Background: an optimization exercise with open tools, aiming at small area and a short achievable clock period. Do not read the settings as production practice. No functional check of the RTL was part of this run. Power is estimated from default activity; no workload was simulated.

`flow/flow/run.sh`:
```
#!/bin/bash
# Standard ORFS layout with the standard synthesis unchanged. Port buffers are
# sky130_fd_sc_hd__buf_2, and timing repair is asked to reach a setup slack of
# 11.95 ns at the design's own clock period and constraints.
set -euo pipefail
export SETUP_SLACK_MARGIN=11.95
export BUFFER_PORTS_ARGS="-buffer_cell sky130_fd_sc_hd__buf_2"
bash standard.sh synth > synth.log 2>&1
bash standard.sh > layout.log 2>&1
```
`flow/standard.sh`:
```
#!/bin/bash
# synth_recipe.tcl (not shown) runs the flow's synth.tcl, then flattens the netlist and writes it again
# the make line also repeats each setting of config.mk as NAME=value (left out here)
make -C /OpenROAD-flow-scripts/flow DESIGN_CONFIG=/design/flow/config.mk WORK_HOME=/design/flow/orfs CLKGATE_MAP_FILE= SYNTH_SCRIPT=/design/flow/synth_recipe.tcl "${@:-finish}"
```
`flow/config.mk`:
```
export PLATFORM = sky130hd
export DESIGN_NAME = RGB_to_Gray
export DESIGN_NICKNAME = RGB_to_Gray
export VERILOG_FILES = /design/flow/design.v
export SDC_FILE = /design/flow/constraint.sdc
export NUM_CORES = 8
export LEC_CHECK = 0
export CAP_MARGIN = 20
export CORE_MARGIN = 2
export CORE_UTILIZATION = 60
export CTS_BUF_LIST = sky130_fd_sc_hd__clkbuf_8
export PLACE_DENSITY = 0.75
export SLEW_MARGIN = 20
export SYNTH_HIERARCHICAL = 1
export SYNTH_MINIMUM_KEEP_SIZE = 0
```
`flow/constraint.sdc`:
```
create_clock -name core_clock -period 16.0 [get_ports {CLK}]
set_input_delay 3.2000 -clock core_clock [delete_from_list [all_inputs] [get_ports {CLK}]]
set_output_delay 3.2000 -clock core_clock [all_outputs]
set_load 0.01 [all_outputs]
```
`flow/design.v`:
```
module RGB_to_Gray(input CLK, input [7:0] R, input [7:0] G, input [7:0] B, input In_Valid, output reg [7:0] Gray, output reg Out_Valid);
    reg [7:0] r, g, b; reg v0;
    always @(posedge CLK) begin r <= R; g <= G; b <= B; v0 <= In_Valid; end
    wire w8 = ({r[7], r[6], r[5], r[4], r[3], r[2], r[1], r[0]} >= 8'd2);
    wire w9 = ({r[7], r[6], r[5], r[4], r[3], r[2], r[1], r[0]} >= 8'd4);
    wire w10 = ({r[7], r[6], r[5], r[4], r[3], r[2], r[1], r[0]} >= 8'd7);
    wire w11 = ({r[7], r[6], r[5], r[4], r[3], r[2], r[1], r[0]} >= 8'd14);
    wire w12 = ({r[7], r[6], r[5], r[4], r[3], r[2], r[1], r[0]} >= 8'd27);
    wire w13 = ({r[7], r[6], r[5], r[4], r[3], r[2], r[1], r[0]} >= 8'd54);
    wire w14 = ({r[7], r[6], r[5], r[4], r[3], r[2], r[1], r[0]} >= 8'd108);
    wire w15 = ({r[7], r[6], r[5], r[4], r[3], r[2], r[1], r[0]} >= 8'd215);
    wire w24 = ({g[7], g[6], g[5], g[4], g[3], g[2], g[1], g[0]} >= 8'd2);
    wire w25 = ({g[7], g[6], g[5], g[4], g[3], g[2], g[1], g[0]} >= 8'd4);
    wire w26 = ({g[7], g[6], g[5], g[4], g[3], g[2], g[1], g[0]} >= 8'd7);
    wire w27 = ({g[7], g[6], g[5], g[4], g[3], g[2], g[1], g[0]} >= 8'd14);
    wire w28 = ({g[7], g[6], g[5], g[4], g[3], g[2], g[1], g[0]} >= 8'd28);
    wire w29 = ({g[7], g[6], g[5], g[4], g[3], g[2], g[1], g[0]} >= 8'd55);
    wire w30 = ({g[7], g[6], g[5], g[4], g[3], g[2], g[1], g[0]} >= 8'd110);
    wire w31 = ({g[7], g[6], g[5], g[4], g[3], g[2], g[1], g[0]} >= 8'd219);
    wire w41 = ({b[7], b[6], b[5], b[4], b[3], b[2], b[1], b[0]} >= 8'd3);
    wire w42 = ({b[7], b[6], b[5], b[4], b[3], b[2], b[1], b[0]} >= 8'd5);
    wire w43 = ({b[7], b[6], b[5], b[4], b[3], b[2], b[1], b[0]} >= 8'd9);
    wire w44 = ({b[7], b[6], b[5], b[4], b[3], b[2], b[1], b[0]} >= 8'd18);
    wire w45 = ({b[7], b[6], b[5], b[4], b[3], b[2], b[1], b[0]} >= 8'd36);
    wire w46 = ({b[7], b[6], b[5], b[4], b[3], b[2], b[1], b[0]} >= 8'd71);
    wire w47 = ({b[7], b[6], b[5], b[4], b[3], b[2], b[1], b[0]} >= 8'd141);
    wire w48_0, w48_1; ha u48 (r[2], r[1], w48_0, w48_1);
    wire w49_0, w49_1; fa u49 (r[3], r[2], r[1], w49_0, w49_1);
    wire w50_0, w50_1; fa u50 (r[4], r[3], r[2], w50_0, w50_1);
    wire w51_0, w51_1; fa u51 (r[5], r[4], r[3], w51_0, w51_1);
    wire w52_0, w52_1; fa u52 (r[6], r[5], r[4], w52_0, w52_1);
    wire w53_0, w53_1; fa u53 (r[7], r[6], r[5], w53_0, w53_1);
    wire w54_0, w54_1; ha u54 (r[1], r[0], w54_0, w54_1);
    wire w55_0, w55_1; fa u55 (r[0], w48_0, w11, w55_0, w55_1);
    wire w56_0, w56_1; fa u56 (w48_1, w12, w49_0, w56_0, w56_1);
    wire w57_0, w57_1; fa u57 (w49_1, w13, w50_0, w57_0, w57_1);
    wire w58_0, w58_1; fa u58 (w50_1, w14, w51_0, w58_0, w58_1);
    wire w59_0, w59_1; fa u59 (w51_1, w15, w52_0, w59_0, w59_1);
    wire w60_0, w60_1; fa u60 (r[0], w52_1, w53_0, w60_0, w60_1);
    wire w61_0, w61_1; ha u61 (r[0], w9, w61_0, w61_1);
    wire w62_0, w62_1; fa u62 (w54_0, w10, w61_1, w62_0, w62_1);
    wire w63_0, w63_1; fa u63 (w54_1, w55_0, w62_1, w63_0, w63_1);
    wire w64_0, w64_1; fa u64 (w55_1, w56_0, w63_1, w64_0, w64_1);
    wire w65_0, w65_1; fa u65 (w56_1, w57_0, w64_1, w65_0, w65_1);
    wire w66_0, w66_1; fa u66 (w57_1, w58_0, w65_1, w66_0, w66_1);
    wire w67_0, w67_1; fa u67 (w58_1, w59_0, w66_1, w67_0, w67_1);
    wire w68_0, w68_1; fa u68 (w59_1, w60_0, w67_1, w68_0, w68_1);
    wire w69_0, w69_1; ha u69 (g[4], g[0], w69_0, w69_1);
    wire w70_0, w70_1; fa u70 (g[5], g[1], w31, w70_0, w70_1);
    wire w71_0, w71_1; fa u71 (g[6], g[2], g[0], w71_0, w71_1);
    wire w72_0, w72_1; ha u72 (g[0], w26, w72_0, w72_1);
    wire w73_0, w73_1; fa u73 (g[1], w27, w72_1, w73_0, w73_1);
    wire w74_0, w74_1; fa u74 (g[2], w28, w73_1, w74_0, w74_1);
    wire w75_0, w75_1; fa u75 (g[3], w29, w74_1, w75_0, w75_1);
    wire w76_0, w76_1; fa u76 (w69_0, w30, w75_1, w76_0, w76_1);
    wire w77_0, w77_1; fa u77 (w69_1, w70_0, w76_1, w77_0, w77_1);
    wire w78_0, w78_1; fa u78 (w70_1, w71_0, w77_1, w78_0, w78_1);
    wire w79 = ~w8;
    wire w80 = w61_0 & w79;
    wire w81 = ~w24;
    wire w82 = w25 & w81;
    wire w83 = ~w9;
    wire w84 = w62_0 & w83;
    wire w85 = ~w25;
    wire w86 = w72_0 & w85;
    wire w87 = ~w10;
    wire w88 = w63_0 & w87;
    wire w89 = ~w26;
    wire w90 = w73_0 & w89;
    wire w91 = ~w11;
    wire w92 = w64_0 & w91;
    wire w93 = ~w27;
    wire w94 = w74_0 & w93;
    wire w95 = ~w12;
    wire w96 = w65_0 & w95;
    wire w97 = ~w28;
    wire w98 = w75_0 & w97;
    wire w99 = ~w13;
    wire w100 = w66_0 & w99;
    wire w101 = ~w29;
    wire w102 = w76_0 & w101;
    wire w103 = ~w14;
    wire w104 = w67_0 & w103;
    wire w105 = ~w30;
    wire w106 = w77_0 & w105;
    wire w107 = ~p15_0_1;
    wire w108 = p68_0_1 & w107;
    wire w109 = ~w31;
    wire w110 = w78_0 & w109;
    wire w111_0, w111_1; ha u111 (r[7], r[6], w111_0, w111_1);
    wire w112_0, w112_1; fa u112 (r[7], r[2], r[0], w112_0, w112_1);
    wire w113_0, w113_1; fa u113 (g[7], g[3], g[1], w113_0, w113_1);
    wire w114_0, w114_1; fa u114 (r[3], r[1], r[0], w114_0, w114_1);
    wire w115_0, w115_1; fa u115 (r[4], r[2], r[1], w115_0, w115_1);
    wire w116_0, w116_1; fa u116 (r[5], r[3], r[2], w116_0, w116_1);
    wire w117_0, w117_1; ha u117 (r[0], g[6], w117_0, w117_1);
    wire w118_0, w118_1; fa u118 (r[6], r[4], r[3], w118_0, w118_1);
    wire w119_0, w119_1; fa u119 (r[1], g[7], g[5], w119_0, w119_1);
    wire w120_0, w120_1; fa u120 (r[7], r[5], r[4], w120_0, w120_1);
    wire w121_0, w121_1; ha u121 (r[2], g[6], w121_0, w121_1);
    wire w122_0, w122_1; fa u122 (r[6], r[5], r[3], w122_0, w122_1);
    wire w123_0, w123_1; ha u123 (g[7], g[6], w123_0, w123_1);
    wire w124_0, w124_1; fa u124 (r[7], r[6], r[4], w124_0, w124_1);
    wire w125_0, w125_1; ha u125 (r[0], g[7], w125_0, w125_1);
    wire w126_0, w126_1; ha u126 (r[7], r[5], w126_0, w126_1);
    wire w127_0, w127_1; ha u127 (r[5], r[2], w127_0, w127_1);
    wire w128_0, w128_1; fa u128 (r[6], r[3], r[2], w128_0, w128_1);
    wire w129_0, w129_1; fa u129 (r[7], r[4], r[3], w129_0, w129_1);
    wire w130_0, w130_1; fa u130 (r[5], r[4], r[1], w130_0, w130_1);
    wire w131_0, w131_1; fa u131 (r[6], r[5], r[2], w131_0, w131_1);
    wire w132_0, w132_1; ha u132 (r[7], r[6], w132_0, w132_1);
    wire w133_0, w133_1; fa u133 (r[1], w111_0, w53_1, w133_0, w133_1);
    wire w134_0, w134_1; fa u134 (g[0], w111_1, w71_1, w134_0, w134_1);
    wire w135_0, w135_1; ha u135 (w112_0, w113_0, w135_0, w135_1);
    wire w136_0, w136_1; fa u136 (g[4], g[2], g[1], w136_0, w136_1);
    wire w137_0, w137_1; fa u137 (w112_1, w113_1, w114_0, w137_0, w137_1);
    wire w138_0, w138_1; fa u138 (g[5], g[3], g[2], w138_0, w138_1);
    wire w139_0, w139_1; fa u139 (g[0], w114_1, w115_0, w139_0, w139_1);
    wire w140_0, w140_1; fa u140 (g[4], g[3], g[1], w140_0, w140_1);
    wire w141_0, w141_1; fa u141 (w117_0, w115_1, w116_0, w141_0, w141_1);
    wire w142_0, w142_1; fa u142 (g[4], g[2], w117_1, w142_0, w142_1);
    wire w143_0, w143_1; fa u143 (w116_1, w118_0, w119_0, w143_0, w143_1);
    wire w144_0, w144_1; fa u144 (g[5], g[3], w121_0, w144_0, w144_1);
    wire w145_0, w145_1; fa u145 (w118_1, w119_1, w120_0, w145_0, w145_1);
    wire w146_0, w146_1; fa u146 (g[4], g[0], w121_1, w146_0, w146_1);
    wire w147_0, w147_1; fa u147 (w123_0, w120_1, w122_0, w147_0, w147_1);
    wire w148_0, w148_1; fa u148 (g[5], g[1], w123_1, w148_0, w148_1);
    wire w149_0, w149_1; fa u149 (w125_0, w122_1, w124_0, w149_0, w149_1);
    wire w150_0, w150_1; fa u150 (r[1], g[6], g[2], w150_0, w150_1);
    wire w151_0, w151_1; fa u151 (w125_1, w126_0, w124_1, w151_0, w151_1);
    wire w152_0, w152_1; fa u152 (r[6], r[2], g[7], w152_0, w152_1);
    wire w153_0, w153_1; fa u153 (g[3], g[0], w126_1, w153_0, w153_1);
    wire w154_0, w154_1; fa u154 (r[7], r[3], r[0], w154_0, w154_1);
    wire w155_0, w155_1; fa u155 (g[4], g[1], g[0], w155_0, w155_1);
    wire w156_0, w156_1; fa u156 (r[4], r[1], r[0], w156_0, w156_1);
    wire w157_0, w157_1; fa u157 (g[5], g[2], g[1], w157_0, w157_1);
    wire w158_0, w158_1; fa u158 (r[1], g[6], g[3], w158_0, w158_1);
    wire w159_0, w159_1; fa u159 (g[2], g[0], w127_0, w159_0, w159_1);
    wire w160_0, w160_1; fa u160 (g[7], g[4], g[3], w160_0, w160_1);
    wire w161_0, w161_1; fa u161 (g[1], w127_1, w128_0, w161_0, w161_1);
    wire w162_0, w162_1; fa u162 (r[0], g[5], g[4], w162_0, w162_1);
    wire w163_0, w163_1; fa u163 (g[2], w128_1, w129_0, w163_0, w163_1);
    wire w164_0, w164_1; fa u164 (g[6], g[5], g[3], w164_0, w164_1);
    wire w165_0, w165_1; fa u165 (g[0], w129_1, w130_0, w165_0, w165_1);
    wire w166_0, w166_1; fa u166 (g[7], g[6], g[4], w166_0, w166_1);
    wire w167_0, w167_1; fa u167 (g[1], w130_1, w131_0, w167_0, w167_1);
    wire w168_0, w168_1; fa u168 (r[3], g[7], g[5], w168_0, w168_1);
    wire w169_0, w169_1; fa u169 (g[2], w132_0, w131_1, w169_0, w169_1);
    wire w170_0, w170_1; fa u170 (r[7], r[4], g[6], w170_0, w170_1);
    wire w171_0, w171_1; ha u171 (g[3], w132_1, w171_0, w171_1);
    wire w172_0, w172_1; ha u172 (r[5], g[7], w172_0, w172_1);
    wire w173_0, w173_1; ha u173 (w133_0, w60_1, w173_0, w173_1);
    wire w174_0, w174_1; fa u174 (w133_1, w135_0, w134_0, w174_0, w174_1);
    wire w175_0, w175_1; fa u175 (w136_0, w135_1, w134_1, w175_0, w175_1);
    wire w176_0, w176_1; fa u176 (w136_1, w138_0, w137_1, w176_0, w176_1);
    wire w177_0, w177_1; fa u177 (w138_1, w140_0, w139_1, w177_0, w177_1);
    wire w178_0, w178_1; fa u178 (w140_1, w142_0, w141_1, w178_0, w178_1);
    wire w179_0, w179_1; fa u179 (w142_1, w144_0, w143_1, w179_0, w179_1);
    wire w180_0, w180_1; fa u180 (w144_1, w146_0, w145_1, w180_0, w180_1);
    wire w181_0, w181_1; fa u181 (w146_1, w148_0, w147_1, w181_0, w181_1);
    wire w182_0, w182_1; fa u182 (w150_0, w148_1, w149_1, w182_0, w182_1);
    wire w183_0, w183_1; fa u183 (w150_1, w152_0, w153_0, w183_0, w183_1);
    wire w184_0, w184_1; fa u184 (w152_1, w154_0, w155_0, w184_0, w184_1);
    wire w185_0, w185_1; fa u185 (w154_1, w155_1, w156_0, w185_0, w185_1);
    wire w186_0, w186_1; fa u186 (w156_1, w157_1, w158_0, w186_0, w186_1);
    wire w187_0, w187_1; fa u187 (w158_1, w160_0, w159_1, w187_0, w187_1);
    wire w188_0, w188_1; fa u188 (w160_1, w162_0, w161_1, w188_0, w188_1);
    wire w189_0, w189_1; fa u189 (w162_1, w164_0, w163_1, w189_0, w189_1);
    wire w190_0, w190_1; fa u190 (w164_1, w166_0, w165_1, w190_0, w190_1);
    wire w191_0, w191_1; fa u191 (w166_1, w168_0, w167_1, w191_0, w191_1);
    wire w192_0, w192_1; fa u192 (w168_1, w170_0, w171_0, w192_0, w192_1);
    wire w193_0, w193_1; fa u193 (g[4], w172_0, w170_1, w193_0, w193_1);
    wire w194_0, w194_1; ha u194 (r[6], g[5], w194_0, w194_1);
    wire w195_0, w195_1; ha u195 (p173_0_1, p110_0_1, w195_0, w195_1);
    wire w196_0, w196_1; fa u196 (w173_1, w174_0, w78_1, w196_0, w196_1);
    wire w197_0, w197_1; fa u197 (w137_0, w174_1, w175_0, w197_0, w197_1);
    wire w198_0, w198_1; fa u198 (w139_0, w175_1, w176_0, w198_0, w198_1);
    wire w199_0, w199_1; fa u199 (w141_0, w176_1, w177_0, w199_0, w199_1);
    wire w200_0, w200_1; fa u200 (w143_0, w177_1, w178_0, w200_0, w200_1);
    wire w201_0, w201_1; fa u201 (w145_0, w178_1, w179_0, w201_0, w201_1);
    wire w202_0, w202_1; fa u202 (w147_0, w179_1, w180_0, w202_0, w202_1);
    wire w203_0, w203_1; fa u203 (w149_0, w180_1, w181_0, w203_0, w203_1);
    wire w204_0, w204_1; fa u204 (w151_0, w181_1, w182_0, w204_0, w204_1);
    wire w205_0, w205_1; fa u205 (w151_1, w183_0, w182_1, w205_0, w205_1);
    wire w206_0, w206_1; fa u206 (w153_1, w184_0, w183_1, w206_0, w206_1);
    wire w207_0, w207_1; fa u207 (w157_0, w184_1, w185_0, w207_0, w207_1);
    wire w208_0, w208_1; fa u208 (w159_0, w185_1, w186_0, w208_0, w208_1);
    wire w209_0, w209_1; fa u209 (w186_1, w161_0, w187_0, w209_0, w209_1);
    wire w210_0, w210_1; fa u210 (w163_0, w187_1, w188_0, w210_0, w210_1);
    wire w211_0, w211_1; fa u211 (w165_0, w188_1, w189_0, w211_0, w211_1);
    wire w212_0, w212_1; fa u212 (w167_0, w189_1, w190_0, w212_0, w212_1);
    wire w213_0, w213_1; fa u213 (w169_0, w190_1, w191_0, w213_0, w213_1);
    wire w214_0, w214_1; fa u214 (w169_1, w192_0, w191_1, w214_0, w214_1);
    wire w215_0, w215_1; fa u215 (w171_1, w193_0, w192_1, w215_0, w215_1);
    wire w216_0, w216_1; fa u216 (w172_1, w194_0, w193_1, w216_0, w216_1);
    wire w217_0, w217_1; fa u217 (r[7], g[6], w194_1, w217_0, w217_1);
    wire w219 = w205_1 & w206_0;
    wire w220 = w206_1 | w207_0;
    wire w221 = w206_1 & w207_0;
    wire w222 = w207_1 | w208_0;
    wire w223 = w207_1 & w208_0;
    wire w224 = w208_1 | w209_0;
    wire w225 = w208_1 & w209_0;
    wire w226 = w209_1 | w210_0;
    wire w227 = w209_1 & w210_0;
    wire w228 = w210_1 | w211_0;
    wire w229 = w210_1 & w211_0;
    wire w230 = w211_1 | w212_0;
    wire w231 = w211_1 & w212_0;
    wire w232 = w212_1 | w213_0;
    wire w233 = w212_1 & w213_0;
    wire w234 = w213_1 | w214_0;
    wire w235 = w213_1 & w214_0;
    wire w236 = w214_1 | w215_0;
    wire w237 = w214_1 & w215_0;
    wire w238 = w215_1 | w216_0;
    wire w239 = w215_1 & w216_0;
    wire w240 = w216_1 | w217_0;
    wire w241 = w216_1 & w217_0;
    wire w242 = w217_1 | g[7];
    wire w243 = w217_1 & g[7];
    wire w244 = w221 | (w220 & w219);
    wire w246 = w225 | (w224 & w223);
    wire w247 = w224 & w222;
    wire w248 = w229 | (w228 & w227);
    wire w249 = w228 & w226;
    wire w250 = w233 | (w232 & w231);
    wire w251 = w232 & w230;
    wire w252 = w237 | (w236 & w235);
    wire w253 = w236 & w234;
    wire w254 = w241 | (w240 & w239);
    wire w255 = w240 & w238;
    wire w258 = w246 | (w247 & w244);
    wire w260 = w231 | (w230 & w248);
    wire w261 = w230 & w249;
    wire w262 = w250 | (w251 & w248);
    wire w263 = w251 & w249;
    wire w264 = w239 | (w238 & w252);
    wire w265 = w238 & w253;
    wire w266 = w254 | (w255 & w252);
    wire w267 = w255 & w253;
    wire w268 = w227 | (w226 & w258);
    wire w270 = w248 | (w249 & w258);
    wire w272 = w260 | (w261 & w258);
    wire w274 = w262 | (w263 & w258);
    wire w276 = w243 | (w242 & w266);
    wire w277 = w242 & w267;
    wire w278 = w235 | (w234 & w274);
    wire w280 = w252 | (w253 & w274);
    wire w282 = w264 | (w265 & w274);
    wire w284 = w266 | (w267 & w274);
    wire w286 = w276 | (w277 & w274);
    wire w288 = |{w210_1, w211_1, w212_1, w213_1, w214_1, w215_1, w216_1, w217_1, w211_0, w212_0, w213_0, w214_0, w215_0, w216_0, w217_0, g[7], w268};
    wire w289 = |{w211_1, w212_1, w213_1, w214_1, w215_1, w216_1, w217_1, w212_0, w213_0, w214_0, w215_0, w216_0, w217_0, g[7], w270};
    wire w290 = |{w212_1, w213_1, w214_1, w215_1, w216_1, w217_1, w213_0, w214_0, w215_0, w216_0, w217_0, g[7], w272};
    wire w291 = |{w213_1, w214_1, w215_1, w216_1, w217_1, w214_0, w215_0, w216_0, w217_0, g[7], w274};
    wire w292 = |{w214_1, w215_1, w216_1, w217_1, w215_0, w216_0, w217_0, g[7], w278};
    wire w293 = |{w215_1, w216_1, w217_1, w216_0, w217_0, g[7], w280};
    wire w294 = |{w216_1, w217_1, w217_0, g[7], w282};
    wire w295 = |{w217_1, g[7], w284};
    wire w296 = |{w286};
    wire w297 = ~b[0];
    wire w298 = ~b[1];
    wire w299 = ~b[2];
    wire w300 = ~b[3];
    wire w301 = ~b[4];
    wire w302 = ~b[5];
    wire w303 = ~b[6];
    wire w304 = ~b[7];
    wire w305_0, w305_1; fa u305 (b[6], b[4], b[2], w305_0, w305_1);
    wire w306_0, w306_1; ha u306 (b[7], b[5], w306_0, w306_1);
    wire w307_0, w307_1; ha u307 (b[6], b[4], w307_0, w307_1);
    wire w308_0, w308_1; ha u308 (b[7], b[5], w308_0, w308_1);
    wire w309_0, w309_1; ha u309 (b[4], b[2], w309_0, w309_1);
    wire w310_0, w310_1; fa u310 (b[5], b[3], b[1], w310_0, w310_1);
    wire w311_0, w311_1; fa u311 (w297, w47, w305_0, w311_0, w311_1);
    wire w312_0, w312_1; fa u312 (b[3], w298, w306_0, w312_0, w312_1);
    wire w313_0, w313_1; fa u313 (b[0], w299, w306_1, w313_0, w313_1);
    wire w314_0, w314_1; fa u314 (b[1], w300, w307_1, w314_0, w314_1);
    wire w315_0, w315_1; fa u315 (b[6], b[2], w301, w315_0, w315_1);
    wire w316_0, w316_1; ha u316 (b[2], b[0], w316_0, w316_1);
    wire w317_0, w317_1; fa u317 (b[3], b[1], w44, w317_0, w317_1);
    wire w318_0, w318_1; fa u318 (b[0], w309_0, w45, w318_0, w318_1);
    wire w319_0, w319_1; fa u319 (w309_1, w46, w310_0, w319_0, w319_1);
    wire w320; xn u320 (w310_1, w311_0, w320);
    wire w321 = w310_1 | w311_0;
    wire w322_0, w322_1; fa u322 (w305_1, w312_0, w311_1, w322_0, w322_1);
    wire w323_0, w323_1; fa u323 (w307_0, w312_1, w313_0, w323_0, w323_1);
    wire w324_0, w324_1; fa u324 (w308_0, w313_1, w314_0, w324_0, w324_1);
    wire w325_0, w325_1; fa u325 (w308_1, w315_0, w314_1, w325_0, w325_1);
    wire w326_0, w326_1; ha u326 (b[0], w41, w326_0, w326_1);
    wire w327_0, w327_1; fa u327 (b[1], w42, w326_1, w327_0, w327_1);
    wire w328_0, w328_1; fa u328 (w316_0, w43, w327_1, w328_0, w328_1);
    wire w329_0, w329_1; fa u329 (w316_1, w317_0, w328_1, w329_0, w329_1);
    wire w330_0, w330_1; fa u330 (w317_1, w318_0, w329_1, w330_0, w330_1);
    wire w331_0, w331_1; fa u331 (w318_1, w319_0, w330_1, w331_0, w331_1);
    wire w332_0, w332_1; fa u332 (w319_1, w320, w331_1, w332_0, w332_1);
    wire w333_0, w333_1; fa u333 (w321, w322_0, w332_1, w333_0, w333_1);
    wire w334_0, w334_1; fa u334 (p322_1_1, p323_0_1, p333_1_1, w334_0, w334_1);
    wire w335_0, w335_1; fa u335 (p323_1_1, p324_0_1, w334_1, w335_0, w335_1);
    wire w336_0, w336_1; fa u336 (p324_1_1, p325_0_1, w335_1, w336_0, w336_1);
    wire w337 = ~w42;
    wire w338 = w328_0 & w337;
    wire w339 = w338 & w288;
    wire w340 = ~w339;
    wire w341 = ~w43;
    wire w342 = w329_0 & w341;
    wire w343 = w342 & w289;
    wire w344 = ~p343_0_1;
    wire w345 = ~w44;
    wire w346 = w330_0 & w345;
    wire w347 = w346 & w290;
    wire w348 = ~p347_0_1;
    wire w349 = ~w45;
    wire w350 = w331_0 & w349;
    wire w351 = w350 & w291;
    wire w352 = ~w351;
    wire w353 = ~w46;
    wire w354 = w332_0 & w353;
    wire w355 = w354 & w292;
    wire w356 = ~p355_0_1;
    wire w357 = ~w47;
    wire w358 = w333_0 & w357;
    wire w359 = p358_0_1 & p293_0_1;
    wire w360 = ~w359;
    wire w361 = w334_0 & p294_0_1;
    wire w362 = ~w361;
    wire w363 = w335_0 & p295_0_1;
    wire w364 = ~w363;
    wire w365 = w336_0 & p296_0_1;
    wire w366 = ~w365;
    wire w367_0, w367_1; fa u367 (b[7], b[3], w302, w367_0, w367_1);
    wire w368_0, w368_1; ha u368 (w297, w315_1, w368_0, w368_1);
    wire w369_0, w369_1; ha u369 (b[4], w303, w369_0, w369_1);
    wire w370_0, w370_1; ha u370 (b[7], b[5], w370_0, w370_1);
    wire w371_0, w371_1; ha u371 (b[6], b[1], w371_0, w371_1);
    wire w372_0, w372_1; ha u372 (b[7], b[2], w372_0, w372_1);
    wire w373_0, w373_1; fa u373 (w367_0, w368_0, w325_1, w373_0, w373_1);
    wire w374_0, w374_1; fa u374 (w298, w369_0, w367_1, w374_0, w374_1);
    wire w375_0, w375_1; ha u375 (w368_1, w197_0, w375_0, w375_1);
    wire w376_0, w376_1; fa u376 (b[5], w304, w299, w376_0, w376_1);
    wire w377_0, w377_1; fa u377 (w369_1, w197_1, w198_0, w377_0, w377_1);
    wire w378_0, w378_1; fa u378 (b[6], w300, w198_1, w378_0, w378_1);
    wire w379 = ~w199_0;
    wire w380_0, w380_1; fa u380 (b[7], w301, w297, w380_0, w380_1);
    wire w381_0, w381_1; ha u381 (w199_1, w200_0, w381_0, w381_1);
    wire w382_0, w382_1; fa u382 (w302, w298, w200_1, w382_0, w382_1);
    wire w383_0, w383_1; fa u383 (b[0], w303, w299, w383_0, w383_1);
    wire w384_0, w384_1; fa u384 (b[1], w304, w300, w384_0, w384_1);
    wire w385_0, w385_1; fa u385 (b[2], b[0], w301, w385_0, w385_1);
    wire w386_0, w386_1; ha u386 (w203_1, w204_0, w386_0, w386_1);
    wire w387_0, w387_1; fa u387 (b[3], b[1], w302, w387_0, w387_1);
    wire w388; xn u388 (w204_1, w205_0, w388);
    wire w389 = w204_1 | w205_0;
    wire w390_0, w390_1; fa u390 (b[4], b[2], w303, w390_0, w390_1);
    wire w391_0, w391_1; fa u391 (w297, w206_0, w205_1, w391_0, w391_1);
    wire w392_0, w392_1; fa u392 (b[5], b[3], w304, w392_0, w392_1);
    wire w393_0, w393_1; fa u393 (w298, w207_0, w206_1, w393_0, w393_1);
    wire w394_0, w394_1; fa u394 (b[6], b[4], w299, w394_0, w394_1);
    wire w395; xn u395 (w207_1, w208_0, w395);
    wire w396 = w207_1 | w208_0;
    wire w397_0, w397_1; fa u397 (b[0], w300, w370_0, w397_0, w397_1);
    wire w398; xn u398 (w208_1, w209_0, w398);
    wire w399 = w208_1 | w209_0;
    wire w400_0, w400_1; fa u400 (w301, w370_1, w371_0, w400_0, w400_1);
    wire w401; xn u401 (w209_1, w210_0, w401);
    wire w402 = w209_1 | w210_0;
    wire w403_0, w403_1; fa u403 (w302, w371_1, w372_0, w403_0, w403_1);
    wire w404; xn u404 (w210_1, w211_0, w404);
    wire w405 = w210_1 | w211_0;
    wire w406_0, w406_1; fa u406 (b[3], w303, w372_1, w406_0, w406_1);
    wire w407; xn u407 (w211_1, w212_0, w407);
    wire w408 = w211_1 | w212_0;
    wire w409_0, w409_1; fa u409 (b[4], w304, w212_1, w409_0, w409_1);
    wire w410 = ~w213_0;
    wire w411_0, w411_1; ha u411 (b[5], w213_1, w411_0, w411_1);
    wire w412_0, w412_1; ha u412 (b[6], w215_0, w412_0, w412_1);
    wire w413_0, w413_1; ha u413 (b[7], w216_0, w413_0, w413_1);
    wire w414_0, w414_1; ha u414 (w80, w338, w414_0, w414_1);
    wire w415_0, w415_1; fa u415 (w82, w84, w342, w415_0, w415_1);
    wire w416_0, w416_1; fa u416 (w86, w88, w346, w416_0, w416_1);
    wire w417_0, w417_1; fa u417 (w90, w92, w350, w417_0, w417_1);
    wire w418_0, w418_1; fa u418 (p94_0_1, p96_0_1, p354_0_1, w418_0, w418_1);
    wire w419_0, w419_1; fa u419 (p98_0_1, p100_0_1, p358_0_1, w419_0, w419_1);
    wire w420_0, w420_1; fa u420 (p102_0_1, p104_0_1, w334_0, w420_0, w420_1);
    wire w421_0, w421_1; fa u421 (p106_0_1, w108, w335_0, w421_0, w421_1);
    wire w422_0, w422_1; fa u422 (p68_1_1, w195_0, w336_0, w422_0, w422_1);
    wire w423_0, w423_1; fa u423 (p373_0_1, p196_0_1, w195_1, w423_0, w423_1);
    wire w424_0, w424_1; fa u424 (w374_0, w373_1, w375_0, w424_0, w424_1);
    wire w425_0, w425_1; fa u425 (w376_0, w374_1, w375_1, w425_0, w425_1);
    wire w426_0, w426_1; fa u426 (w376_1, w379, w377_1, w426_0, w426_1);
    wire w427_0, w427_1; fa u427 (w380_0, w199_0, w378_1, w427_0, w427_1);
    wire w428_0, w428_1; fa u428 (w380_1, w201_0, w381_1, w428_0, w428_1);
    wire w429_0, w429_1; fa u429 (w383_0, w201_1, w202_0, w429_0, w429_1);
    wire w430_0, w430_1; fa u430 (w383_1, w384_0, w202_1, w430_0, w430_1);
    wire w431_0, w431_1; fa u431 (w384_1, w385_0, w386_0, w431_0, w431_1);
    wire w432_0, w432_1; fa u432 (w385_1, w387_0, w388, w432_0, w432_1);
    wire w433_0, w433_1; fa u433 (w387_1, w390_0, w389, w433_0, w433_1);
    wire w434_0, w434_1; fa u434 (w390_1, w392_0, w393_0, w434_0, w434_1);
    wire w435_0, w435_1; fa u435 (w392_1, w394_0, w395, w435_0, w435_1);
    wire w436_0, w436_1; fa u436 (w394_1, w397_0, w396, w436_0, w436_1);
    wire w437_0, w437_1; fa u437 (w397_1, w400_0, w399, w437_0, w437_1);
    wire w438_0, w438_1; fa u438 (w400_1, w403_0, w402, w438_0, w438_1);
    wire w439_0, w439_1; fa u439 (w403_1, w406_0, w405, w439_0, w439_1);
    wire w440_0, w440_1; fa u440 (w406_1, w410, w408, w440_0, w440_1);
    wire w441_0, w441_1; fa u441 (w214_0, w213_0, w411_0, w441_0, w441_1);
    wire w442_0, w442_1; fa u442 (w214_1, w412_0, w411_1, w442_0, w442_1);
    wire w443_0, w443_1; fa u443 (w215_1, w413_0, w412_1, w443_0, w443_1);
    wire w444_0, w444_1; fa u444 (w217_0, w216_1, w413_1, w444_0, w444_1);
    wire w445_0, w445_1; ha u445 (g[7], w217_1, w445_0, w445_1);
    wire w446_0, w446_1; ha u446 (w414_0, w340, w446_0, w446_1);
    wire w447_0, w447_1; fa u447 (p414_1_1, p415_0_1, w344, w447_0, w447_1);
    wire w448_0, w448_1; fa u448 (p415_1_1, p416_0_1, w348, w448_0, w448_1);
    wire w449_0, w449_1; fa u449 (p416_1_1, p352_0_1, p417_0_1, w449_0, w449_1);
    wire w450_0, w450_1; fa u450 (p417_1_1, w356, w418_0, w450_0, w450_1);
    wire w451_0, w451_1; fa u451 (w418_1, w360, w419_0, w451_0, w451_1);
    wire w452_0, w452_1; fa u452 (w419_1, w362, w420_0, w452_0, w452_1);
    wire w453_0, w453_1; fa u453 (w420_1, w364, w421_0, w453_0, w453_1);
    wire w454_0, w454_1; fa u454 (w421_1, w366, w422_0, w454_0, w454_1);
    wire w455_0, w455_1; fa u455 (w423_0, w336_1, w422_1, w455_0, w455_1);
    wire w456_0, w456_1; fa u456 (p424_0_1, p196_1_1, w423_1, w456_0, w456_1);
    wire w457_0, w457_1; fa u457 (w377_0, w424_1, w425_0, w457_0, w457_1);
    wire w458_0, w458_1; fa u458 (w378_0, w425_1, w426_0, w458_0, w458_1);
    wire w459_0, w459_1; fa u459 (w381_0, w426_1, w427_0, w459_0, w459_1);
    wire w460_0, w460_1; fa u460 (w382_0, w427_1, w428_0, w460_0, w460_1);
    wire w461_0, w461_1; fa u461 (w382_1, w429_0, w428_1, w461_0, w461_1);
    wire w462_0, w462_1; fa u462 (w203_0, w429_1, w430_0, w462_0, w462_1);
    wire w463; xn u463 (w430_1, w431_0, w463);
    wire w464 = w430_1 | w431_0;
    wire w465_0, w465_1; fa u465 (w386_1, w432_0, w431_1, w465_0, w465_1);
    wire w466_0, w466_1; fa u466 (w391_0, w432_1, w433_0, w466_0, w466_1);
    wire w467_0, w467_1; fa u467 (w391_1, w433_1, w434_0, w467_0, w467_1);
    wire w468_0, w468_1; fa u468 (w393_1, w435_0, w434_1, w468_0, w468_1);
    wire w469_0, w469_1; fa u469 (w398, w435_1, w436_0, w469_0, w469_1);
    wire w470_0, w470_1; fa u470 (w436_1, w401, w437_0, w470_0, w470_1);
    wire w471_0, w471_1; fa u471 (w404, w437_1, w438_0, w471_0, w471_1);
    wire w472_0, w472_1; fa u472 (w407, w438_1, w439_0, w472_0, w472_1);
    wire w473_0, w473_1; fa u473 (w409_0, w439_1, w440_0, w473_0, w473_1);
    wire w474_0, w474_1; fa u474 (w409_1, w440_1, w441_0, w474_0, w474_1);
    wire w475; xn u475 (w441_1, w442_0, w475);
    wire w476 = w441_1 | w442_0;
    wire w477; xn u477 (w443_0, w442_1, w477);
    wire w478 = w443_0 | w442_1;
    wire w479; xn u479 (w444_0, w443_1, w479);
    wire w480 = w444_0 | w443_1;
    wire w481; xn u481 (w445_0, w444_1, w481);
    wire w482 = w445_0 | w444_1;
    wire w483 = ~w445_1;
    wire w484 = p446_1_1 | w447_0;
    wire w485 = p446_1_1 & w447_0;
    wire w486 = w447_1 | w448_0;
    wire w487 = w447_1 & w448_0;
    wire w488 = w448_1 | w449_0;
    wire w489 = w448_1 & w449_0;
    wire w490 = w449_1 | w450_0;
    wire w491 = w449_1 & w450_0;
    wire w492 = w450_1 | w451_0;
    wire w493 = w450_1 & w451_0;
    wire w494 = w451_1 | w452_0;
    wire w495 = w451_1 & w452_0;
    wire w496 = w452_1 | w453_0;
    wire w497 = w452_1 & w453_0;
    wire w498 = w453_1 | w454_0;
    wire w499 = w453_1 & w454_0;
    wire w500 = w454_1 | w455_0;
    wire w501 = w454_1 & w455_0;
    wire w502 = w455_1 | w456_0;
    wire w503 = w455_1 & w456_0;
    wire w504 = w456_1 | p457_0_1;
    wire w505 = w456_1 & p457_0_1;
    wire w506 = w457_1 | w458_0;
    wire w507 = w457_1 & w458_0;
    wire w508 = w458_1 | w459_0;
    wire w509 = w458_1 & w459_0;
    wire w510 = w459_1 | w460_0;
    wire w511 = w459_1 & w460_0;
    wire w512 = w460_1 | w461_0;
    wire w513 = w460_1 & w461_0;
    wire w514 = w461_1 | w462_0;
    wire w515 = w461_1 & w462_0;
    wire w516 = w462_1 | w463;
    wire w517 = w462_1 & w463;
    wire w518 = w464 | w465_0;
    wire w519 = w464 & w465_0;
    wire w520 = w465_1 | w466_0;
    wire w521 = w465_1 & w466_0;
    wire w522 = w466_1 | w467_0;
    wire w523 = w466_1 & w467_0;
    wire w524 = w467_1 | w468_0;
    wire w525 = w467_1 & w468_0;
    wire w526 = w468_1 | w469_0;
    wire w527 = w468_1 & w469_0;
    wire w528 = w469_1 | w470_0;
    wire w529 = w469_1 & w470_0;
    wire w530 = w470_1 | w471_0;
    wire w531 = w470_1 & w471_0;
    wire w532_0, w532_1; ha u532 (w471_1, w472_0, w532_0, w532_1);
    wire w533_0, w533_1; ha u533 (w472_1, w473_0, w533_0, w533_1);
    wire w534_0, w534_1; ha u534 (w473_1, w474_0, w534_0, w534_1);
    wire w535_0, w535_1; ha u535 (w474_1, w475, w535_0, w535_1);
    wire w536_0, w536_1; ha u536 (w476, w477, w536_0, w536_1);
    wire w537_0, w537_1; ha u537 (w478, w479, w537_0, w537_1);
    wire w538_0, w538_1; ha u538 (w480, w481, w538_0, w538_1);
    wire w539_0, w539_1; ha u539 (w482, w483, w539_0, w539_1);
    wire w540 = w531 | (w530 & w529);
    wire w541 = w530 & w528;
    wire w542 = w527 | (w526 & w525);
    wire w543 = w526 & w524;
    wire w544 = w540 | (w541 & w542);
    wire w545 = w541 & w543;
    wire w546 = w523 | (w522 & w521);
    wire w547 = w522 & w520;
    wire w548 = w546 | (w547 & w519);
    wire w549 = w547 & w518;
    wire w550 = p544_0_1 | (p545_0_1 & p548_0_1);
    wire w551 = p545_0_1 & p549_0_1;
    wire w552 = w517 | (w516 & w515);
    wire w553 = w516 & w514;
    wire w554 = w552 | (w553 & w513);
    wire w555 = w553 & w512;
    wire w556 = w511 | (w510 & w509);
    wire w557 = w510 & w508;
    wire w558 = w556 | (w557 & w507);
    wire w559 = w557 & w506;
    wire w560 = p554_0_1 | (p555_0_1 & p558_0_1);
    wire w561 = w555 & w559;
    wire w562 = w550 | (w551 & w560);
    wire w563 = w551 & p561_0_1;
    wire w564 = w505 | (w504 & w503);
    wire w565 = w504 & w502;
    wire w566 = w564 | (w565 & w501);
    wire w567 = w565 & w500;
    wire w568 = w499 | (w498 & w497);
    wire w569 = w498 & w496;
    wire w570 = w568 | (w569 & w495);
    wire w571 = w569 & w494;
    wire w572 = w566 | (w567 & w570);
    wire w573 = w567 & w571;
    wire w574 = w493 | (w492 & w491);
    wire w575 = w492 & w490;
    wire w576 = w574 | (w575 & w489);
    wire w577 = w575 & w488;
    wire w578 = w487 | (w486 & w485);
    wire w579 = w486 & w484;
    wire w580 = w578 | (w579 & p446_0_1);
    wire w581 = w576 | (w577 & w580);
    wire w583 = w572 | (w573 & w581);
    wire w585 = w562 | (w563 & w583);
    wire w587 = w533_1 | (w533_0 & w532_1);
    wire w588 = p533_0_1 & p532_0_1;
    wire w589 = w535_1 | (w535_0 & w534_1);
    wire w590 = p535_0_1 & p534_0_1;
    wire w591 = p537_1_1 | (p537_0_1 & p536_1_1);
    wire w592 = p537_0_1 & p536_0_1;
    wire w595 = p534_1_1 | (p534_0_1 & p587_0_1);
    wire w596 = p534_0_1 & w588;
    wire w597 = p589_0_1 | (w590 & p587_0_1);
    wire w598 = w590 & w588;
    wire w599 = p538_1_1 | (p538_0_1 & w591);
    wire w600 = p538_0_1 & w592;
    wire w603 = p536_1_1 | (p536_0_1 & w597);
    wire w604 = p536_0_1 & w598;
    wire w605 = w591 | (w592 & w597);
    wire w606 = w592 & w598;
    wire w607 = w599 | (w600 & w597);
    wire w608 = w600 & w598;
    wire w611 = p532_1_1 | (p532_0_1 & w585);
    wire w612 = p587_0_1 | (w588 & w585);
    wire w613 = w595 | (w596 & w585);
    wire w614 = w597 | (w598 & w585);
    wire w615 = w603 | (w604 & w585);
    wire w616 = w605 | (w606 & w585);
    wire w617 = w607 | (w608 & w585);
    wire w619; xr u619 (p532_0_1, w585, w619);
    wire w620; xr u620 (p533_0_1, w611, w620);
    wire w621; xr u621 (p534_0_1, w612, w621);
    wire w622; xr u622 (p535_0_1, w613, w622);
    wire w623; xr u623 (p536_0_1, w614, w623);
    wire w624; xr u624 (p537_0_1, w615, w624);
    wire w625; xr u625 (p538_0_1, w616, w625);
    wire w626; xr u626 (p539_0_1, w617, w626);
    reg p15_0_1;
    reg p68_0_1;
    reg p173_0_1;
    reg p110_0_1;
    reg p322_1_1;
    reg p323_0_1;
    reg p333_1_1;
    reg p323_1_1;
    reg p324_0_1;
    reg p324_1_1;
    reg p325_0_1;
    reg p343_0_1;
    reg p347_0_1;
    reg p354_0_1;
    reg p355_0_1;
    reg p358_0_1;
    reg p293_0_1;
    reg p294_0_1;
    reg p295_0_1;
    reg p296_0_1;
    reg p94_0_1;
    reg p96_0_1;
    reg p98_0_1;
    reg p100_0_1;
    reg p102_0_1;
    reg p104_0_1;
    reg p106_0_1;
    reg p68_1_1;
    reg p373_0_1;
    reg p196_0_1;
    reg p414_1_1;
    reg p415_0_1;
    reg p415_1_1;
    reg p416_0_1;
    reg p416_1_1;
    reg p352_0_1;
    reg p417_0_1;
    reg p417_1_1;
    reg p424_0_1;
    reg p196_1_1;
    reg p446_1_1;
    reg p457_0_1;
    reg p544_0_1;
    reg p545_0_1;
    reg p548_0_1;
    reg p549_0_1;
    reg p554_0_1;
    reg p555_0_1;
    reg p558_0_1;
    reg p561_0_1;
    reg p446_0_1;
    reg p533_0_1;
    reg p532_1_1;
    reg p532_0_1;
    reg p535_0_1;
    reg p534_1_1;
    reg p534_0_1;
    reg p537_1_1;
    reg p537_0_1;
    reg p536_1_1;
    reg p536_0_1;
    reg p587_0_1;
    reg p589_0_1;
    reg p538_1_1;
    reg p538_0_1;
    reg p539_0_1;
    always @(posedge CLK) begin
        p15_0_1 <= w15;
        p68_0_1 <= w68_0;
        p173_0_1 <= w173_0;
        p110_0_1 <= w110;
        p322_1_1 <= w322_1;
        p323_0_1 <= w323_0;
        p333_1_1 <= w333_1;
        p323_1_1 <= w323_1;
        p324_0_1 <= w324_0;
        p324_1_1 <= w324_1;
        p325_0_1 <= w325_0;
        p343_0_1 <= w343;
        p347_0_1 <= w347;
        p354_0_1 <= w354;
        p355_0_1 <= w355;
        p358_0_1 <= w358;
        p293_0_1 <= w293;
        p294_0_1 <= w294;
        p295_0_1 <= w295;
        p296_0_1 <= w296;
        p94_0_1 <= w94;
        p96_0_1 <= w96;
        p98_0_1 <= w98;
        p100_0_1 <= w100;
        p102_0_1 <= w102;
        p104_0_1 <= w104;
        p106_0_1 <= w106;
        p68_1_1 <= w68_1;
        p373_0_1 <= w373_0;
        p196_0_1 <= w196_0;
        p414_1_1 <= w414_1;
        p415_0_1 <= w415_0;
        p415_1_1 <= w415_1;
        p416_0_1 <= w416_0;
        p416_1_1 <= w416_1;
        p352_0_1 <= w352;
        p417_0_1 <= w417_0;
        p417_1_1 <= w417_1;
        p424_0_1 <= w424_0;
        p196_1_1 <= w196_1;
        p446_1_1 <= w446_1;
        p457_0_1 <= w457_0;
        p544_0_1 <= w544;
        p545_0_1 <= w545;
        p548_0_1 <= w548;
        p549_0_1 <= w549;
        p554_0_1 <= w554;
        p555_0_1 <= w555;
        p558_0_1 <= w558;
        p561_0_1 <= w561;
        p446_0_1 <= w446_0;
        p533_0_1 <= w533_0;
        p532_1_1 <= w532_1;
        p532_0_1 <= w532_0;
        p535_0_1 <= w535_0;
        p534_1_1 <= w534_1;
        p534_0_1 <= w534_0;
        p537_1_1 <= w537_1;
        p537_0_1 <= w537_0;
        p536_1_1 <= w536_1;
        p536_0_1 <= w536_0;
        p587_0_1 <= w587;
        p589_0_1 <= w589;
        p538_1_1 <= w538_1;
        p538_0_1 <= w538_0;
        p539_0_1 <= w539_0;
    end
    reg v1; always @(posedge CLK) v1 <= v0;
    always @(posedge CLK) begin Gray <= {w626, w625, w624, w623, w622, w621, w620, w619}; Out_Valid <= v1; end
endmodule
module fa(input a, input b, input c, output s, output co);
    assign s = a ^ b ^ c;
    assign co = (a & b) | (a & c) | (b & c);
endmodule
module ha(input a, input b, output s, output co);
    assign s = a ^ b;
    assign co = a & b;
endmodule
module xr(input a, input b, output y);
    assign y = a ^ b;
endmodule
module xn(input a, input b, output y);
    assign y = ~(a ^ b);
endmodule
module ao(input g1, input p1, input g0, output y);
    assign y = g1 | (p1 & g0);
endmodule
module an2(input a, input b, output y);
    assign y = a & b;
endmodule
module or2(input a, input b, output y);
    assign y = a | b;
endmodule
```
==> impl_metrics.toml <==
[die]
start_util = 0.607
pin_count = 35
core_area_sq_um = 14400
die_w_um = 125
rows = 44
die_h_um = 125
die_area_sq_um = 15500

[final_layout]
final_util = 0.731
diodes = 0
nNetsFinal = 1072
finalInstanceArea_sq_um = 10500
nFillCells = 936
area_growth_pct = 20.5
layout-drive-gt1-share = 0.346

[logic_synthesis]
synthesis.instances = 662
yosys_warnings = 7
synth_area_leader_cell = "fa_1"
avgSynthCellArea_sq_um = 13.2
synth_edf_count = 0
synth_nets = 956
yosys-top-cells-area = "fa_1 (51%), dfxtp_1 (23%), ha_1 (6.7%)"
yosysMostFrequentCell = "fa_1"
synth_common_cells = "fa_1 (221), dfxtp_1 (101), ha_1 (47)"
synthArstFlopShare = 0
synth_top_area_frac = 0.508
ys_types = 55
synth.ff_latch_count = 101
syn_area_sq_um = 8720
ys_seq_area_frac = 0.232
synth_flop_cell = "dfxtp_1"

[pwr]
switching_share = 0.451
p_clk_frac = 0.077
power.total_mw = 2.24
leakagePower_nw = 4.17
p_int_mw = 1.23
p_switching_mw = 1.01
powerDensity_nw_per_um2 = 214
share_seq_of_total_power = 0.178
ir_worst_vdd_v = 0.000191
comb_power_share = 0.745

[routing]
wl_mm = 21.8
vias = 5882
first_pass_iters = 5
viasPerCell = 6.08
drt-initial-drc-count = 328
postRouteAntennaNets = 0
drc_errors = 0
wl_per_cell_um = 22.5

[clock_tree]
h-tree-depth = 3
clock_latency_ns = 0.40
cts_made_buffers = 9
cts.clk_slew.worst_paths_ns = 0.11
cts-root-buf = "clkbuf_8"
cts_tree = "built"
clock_path_buffers = 2
postCtsHoldBufs = 0
cts_sinks = 101

[worst_setup_path]
path_max_fanout = 6
critPathKind = "reg -> reg"
setup.worst_path.start = "r[3]"
reg2reg_depth = 11
cp-start-kind = "register"
r2r_start = "r[3]"
cp.required_ns = 16.30
end_kind = "register"
cp.arrival_ns = 4.53

[worst_hold_path]
hp-start = "v1"
hold_path_depth = 0
min_path_type = "reg -> reg"

[job]
cap_violations = 0

[sta]
tns_ns = 0
period_share = 0.265
rsz0062_at_grt = "yes"
slew_headroom = 0.635
slew_viol_final = 0
hold_viol = 0
final-setup-viol-count = 0
period_needed_ns = 4.24
tightest_slew_ns = 0.543
fmax_mhz = 236
skew_ns = 0.0170

[global_routing]
grt-ovfl-total = 0
grt_max_degree = 19
grt_pass1_vias = 6445
grt_use_total = 0.290
antenna_found_initial = 0
grt_pass1_wl_mm = 34.1

[placement]
dp_hpwl_mm = 15.5
numPortBuffers = 34
place_area_sq_um = 9190
globalplace.congestion = 0.897

[run_status]
status = "timing/DRC/antenna clean"
through the flow:
step	worst slack, ns	hold slack (ns)	std cells
global route	11.70	0.349	967
CTS	11.74	0.343	938
detailed placement	11.57	0.318	879
global placement	11.61	0.312	879
floorplan	11.83	0.310	662
finish	11.76	0.334	967
layer usage:
layer | routed length [um] | track usage | vias up
met3 | 1570 | 0.0679 | 45
met1 | 8270 | 0.387 | 3099
met2 | 11200 | 0.470 | 265
met5 | 0 | 0 | -
met4 | 745 | 0.105 | 0
li1 | - | - | 2473
cells in the final DEF (no fill, tap or decap), types with 18 or more instances in the layout:
cell	netlist	layout
a21oi_1	20	18
buf_2	0	31
buf_4	0	64
dfxtp_1	101	73
dfxtp_4	0	20
fa_1	221	167
fa_2	0	54
ha_1	47	45
inv_1	31	25
nand2_1	34	33
nor2_1	42	36
cells by family after synthesis:
logic type / after synthesis / share of synthesized area
and+or+nand+nor: 136 / 0.0744
AOI/OAI and AO/OA: 96 / 0.0748
xor gates and xnor gates: 20 / 0.0201
buffers and inverters: 32 / 0.0138
adders and majority gates: 276 / 0.585
DFF: 101 / 0.232
other: 1 / 0.000430
state kept, by name (all words and copies together) (netlist names), 8 cells and up:
register	count
g	8
Gray	8
b	8
r	8
worst max-delay path, cell delays in order, from the launching register on:
cell and delay (ns):
dfxtp_4 0.43, buf_4 0.13, fa_2 0.42, fa_1 0.41, fa_1 0.41, fa_1 0.46
ha_1 0.30, fa_2 0.35, fa_1 0.49, o21a_1 0.13, maj3_2 0.30, maj3_2 0.29
final timing paths:
kind / endpoint / slack [ns]
worst max-delay path: p548_0_1 / 11.76
worst min-delay path: Out_Valid / 0.33
worst max register to register: p548_0_1 / 11.76
worst min register to register: Out_Valid / 0.33
Yosys stat by module, one instance, submodules excluded:
module,flops+latches,cells
RGB_to_Gray,101,374
fa,0,1
ha,0,1
xn,0,1
xr,0,1
power groups by stage:
stage | registers, mW | logic [mW] | clock network [mW]
2_1_floorplan | 0.392 | 0.954 | 0
3_3_place_gp | 0.403 | 1.21 | 0
3_5_place_dp | 0.406 | 1.26 | 0
4_1_cts | 0.396 | 1.44 | 0.175
5_1_grt | 0.408 | 1.82 | 0.187
6_report | 0.400 | 1.67 | 0.172
repair_timing:
action,4_1_cts,5_1_grt
resized for setup,81,65
endpoints found under the setup margin,43,45
pin swaps,26,49
setup buffers,43,29
layout make-up:
cell class / count / area (sq um) / share of cell area
Tap cell: 184 / 230 / 0.0219
Clock buffer: 9 / 124 / 0.0118
Sequential cell: 101 / 2110 / 0.201
Multi-Input combinational cell: 529 / 7060 / 0.672
Timing Repair Buffer: 106 / 786 / 0.0748
Inverter: 31 / 121 / 0.0116
Clock inverter: 7 / 81.3 / 0.00774

## what the ideal ports hide
How much do the figures lean on ideal ports? The routed layout below was timed once more, with nothing changed but the port constraints.
Step 1 assumes that a clkbuf_16 drives the clock port and a buf_2 every other input.
Step 2 moves the port delays by t, midway between the first and last clock arrival at a register: inputs arrive t later, outputs are due t later. That takes back most of the time a late clock gives input paths.
Three values: ideal ports, drivers, drivers and shift; two values: the first two.
shift t [ns]: 0.433
slack for setup (ns): 11.762 / 11.762 / 11.762
hold WS [ns]: 0.334 / 0.334 / 0.334
After both steps this run still meets setup and hold. For this run, drivers alone change the setup slack by 0.000 ns; drivers and shift together by 0.000 ns.
